Background: an optimization exercise with open tools, aiming at small area. Do not read the settings as production practice. In this exercise RTL edits were held to simulation tests only and were not proved equivalent to the original. Power and IR drop assume default switching activity.

before:
// fc_top
module fc_top 
  #(
    parameter integer C_S00_AXIS_TDATA_WIDTH = 32
  )
  (
    input wire CLK,
    input wire RESETN,
    output wire S_AXIS_TREADY,
    input wire [C_S00_AXIS_TDATA_WIDTH-1 : 0] S_AXIS_TDATA,
    input wire [(C_S00_AXIS_TDATA_WIDTH/8)-1 : 0] S_AXIS_TKEEP, 
    input wire S_AXIS_TUSER, 
    input wire S_AXIS_TLAST, 
    input wire S_AXIS_TVALID, 
    input wire M_AXIS_TREADY, 
    output wire M_AXIS_TUSER, 
    output wire [C_S00_AXIS_TDATA_WIDTH-1 : 0] M_AXIS_TDATA, 
    output wire [(C_S00_AXIS_TDATA_WIDTH/8)-1 : 0] M_AXIS_TKEEP, 
    output wire M_AXIS_TLAST, 
    output wire M_AXIS_TVALID, 
    input wire [31:0] PADDR, 
    input wire PENABLE, 
    input wire PSEL, 
    input wire PWRITE, 
    input wire [31:0] PWDATA, 
    output wire [31:0] PRDATA, 
    output wire PREADY, 
    output wire PSLVERR
  );
Size in the first run: ~3100 flip-flops, ~110000 sq um of cells after synthesis.
==> flow/config.mk <==
export PLATFORM = sky130hd
export DESIGN_NAME = fc_top
export DESIGN_NICKNAME = fc_top
export VERILOG_FILES = /design/flow/design.v
export SDC_FILE = /design/flow/constraint.sdc
export NUM_CORES = 4
export LEC_CHECK = 0
export CAP_MARGIN = 20
export CORE_MARGIN = 2
export CORE_UTILIZATION = 55
export GPL_TIMING_DRIVEN = 0
export PLACE_DENSITY = 0.7
export SLEW_MARGIN = 20
==> flow/constraint.sdc <==
create_clock -name core_clock -period 22.0 [get_ports {CLK}]
set_input_delay 4.4000 -clock core_clock [delete_from_list [all_inputs] [get_ports {CLK}]]
set_output_delay 4.4000 -clock core_clock [all_outputs]
set_load 0.01 [all_outputs]
standard.sh (not shown) runs the stock make flow with config.mk's settings and CLKGATE_MAP_FILE= SYNTH_SCRIPT=/design/flow/synth_recipe.tcl, a recipe that flattens the netlist after the stock synthesis.
==> flow/flow/run.sh <==
#!/bin/bash
# Layout flow: the standard flow (standard.sh) with three changes.
#  - Synthesis: the standard synthesis script, except that ABC maps the logic
#    with flow/area.abc (area-oriented mapping with don't-care optimisation)
#    instead of ORFS's abc_speed script, and Yosys's generic synth skips its
#    quick ABC pass before full adders are extracted (that pass rewrites the
#    adders' XORs so that the extracted adders need inverters between them).
#    Registers are mapped before the final ABC run, so they are the standard
#    synthesis's.
#  - Clock tree: no dummy loads, clkbuf_4 only, sink clusters of up to 8
#    flip-flops within 40 um.
#  - Port buffers: buf_1.
# make's output goes to make_finish.log; ORFS writes each step's log under orfs/logs.
set -euo pipefail
W=$(pwd)
F=$W/flow
# ORFS's synth.tcl with only the ABC script changed
sed -e 's|^  log_cmd abc {\*}\$abc_args$|  log_cmd abc {*}[lreplace $abc_args 1 1 $::env(FLOW_ABC_SCRIPT)]|' \
  -e 's|^  synth -top \$::env(DESIGN_NAME) -run fine: {\*}\$synth_full_args$|  synth -top $::env(DESIGN_NAME) -run fine: -noabc {*}$synth_full_args|' \
  "$FLOW_HOME/scripts/synth.tcl" > "$W/orfs_synth_area.tcl"
grep -q 'FLOW_ABC_SCRIPT' "$W/orfs_synth_area.tcl"
grep -q 'run fine: -noabc' "$W/orfs_synth_area.tcl"
sed "s|source \$::env(SCRIPTS_DIR)/synth.tcl|source $W/orfs_synth_area.tcl|" \
  "$W/synth_recipe.tcl" > "$W/flow_synth.tcl"
grep -q 'orfs_synth_area.tcl' "$W/flow_synth.tcl"
export FLOW_ABC_SCRIPT=$F/area.abc
CTS="-sink_clustering_enable -repair_clock_nets -dont_use_dummy_load"
CTS="$CTS -buf_list sky130_fd_sc_hd__clkbuf_4 -sink_clustering_size 8 -sink_clustering_max_diameter 40"
bash standard.sh "SYNTH_SCRIPT=$W/flow_synth.tcl" "CTS_ARGS=$CTS" \
  "BUFFER_PORTS_ARGS=-buffer_cell sky130_fd_sc_hd__buf_1" ${FLOW_TARGETS:-finish} > make_finish.log 2>&1
==> flow/flow/area.abc <==
strash
dc2
&get -n
&st
&dch -f
&nf -a
&put
mfs2
&get -n
&st
&dch -f
&nf -a
&put
The final layout from before, which completed every stage, passed the timing, DRC and antenna checks at the end of the flow.
> inputs changed (before -> after)
# before
export LEC_CHECK = 0
export CAP_MARGIN = 20
export CORE_MARGIN = 2
export CORE_UTILIZATION = 55
export GPL_TIMING_DRIVEN = 0
export PLACE_DENSITY = 0.7
export SLEW_MARGIN = 20
create_clock -name core_clock -period 22.0 [get_ports {CLK}]
# after
export LEC_CHECK = 0
export CAP_MARGIN = 20
export CORE_MARGIN = 2
export CORE_UTILIZATION = 55
export PLACE_DENSITY = 0.7
export SLEW_MARGIN = 20
create_clock -name core_clock -period 22.0 [get_ports {CLK}]
### Flow results
- Going from before to after, part of the power in the clock network now smaller, sequential power share moved down, number of CTS-inserted buffers up 0.43%, area of the multi-input gates decreased about 2.4%.
- From before to after the numbers moved as follows: total of hold buffers inserted after clock tree synthesis about even; total detailed-routing wirelength essentially unchanged; first-pass GRT wire length now smaller.
- Status: total number of vias parity (before, after)
- The internal power consumption reported for after is greater than that of before by 0.31%.
- Of after and before, the higher final RePlAce weighted congestion belongs to after.

afterwards: timing with drivers on the ports:
Ports are ideal in the flow. The routed layouts listed here were re-timed in OpenROAD.
Step 1 (the two cells are an assumption about what drives the block):
set clk [get_ports {CLK}]
set_driving_cell -lib_cell sky130_fd_sc_hd__clkbuf_16 $clk
set_driving_cell -lib_cell sky130_fd_sc_hd__buf_2 [delete_from_list [all_inputs] $clk]
Step 2 moves the port delays by t, midway between the first and last clock arrival at a register: inputs arrive t later, outputs are due t later. That takes back most of the time a late clock gives input paths.
Slacks: no drivers / after step 1 / after step 2; pairs: no drivers / after step 1.
run	t, ns	setup slack, ns	latest minus earliest clock arrival (ns)
before	1.491	4.045 / 4.045 / 3.236	0.200 / 0.199
after	1.463	4.816 / 4.805 / 3.342	0.132 / 0.132
After both steps every run listed still meets setup and hold. The setup slack of after, which loses most, moves by -0.011 ns with the drivers and by -1.474 ns with both steps.
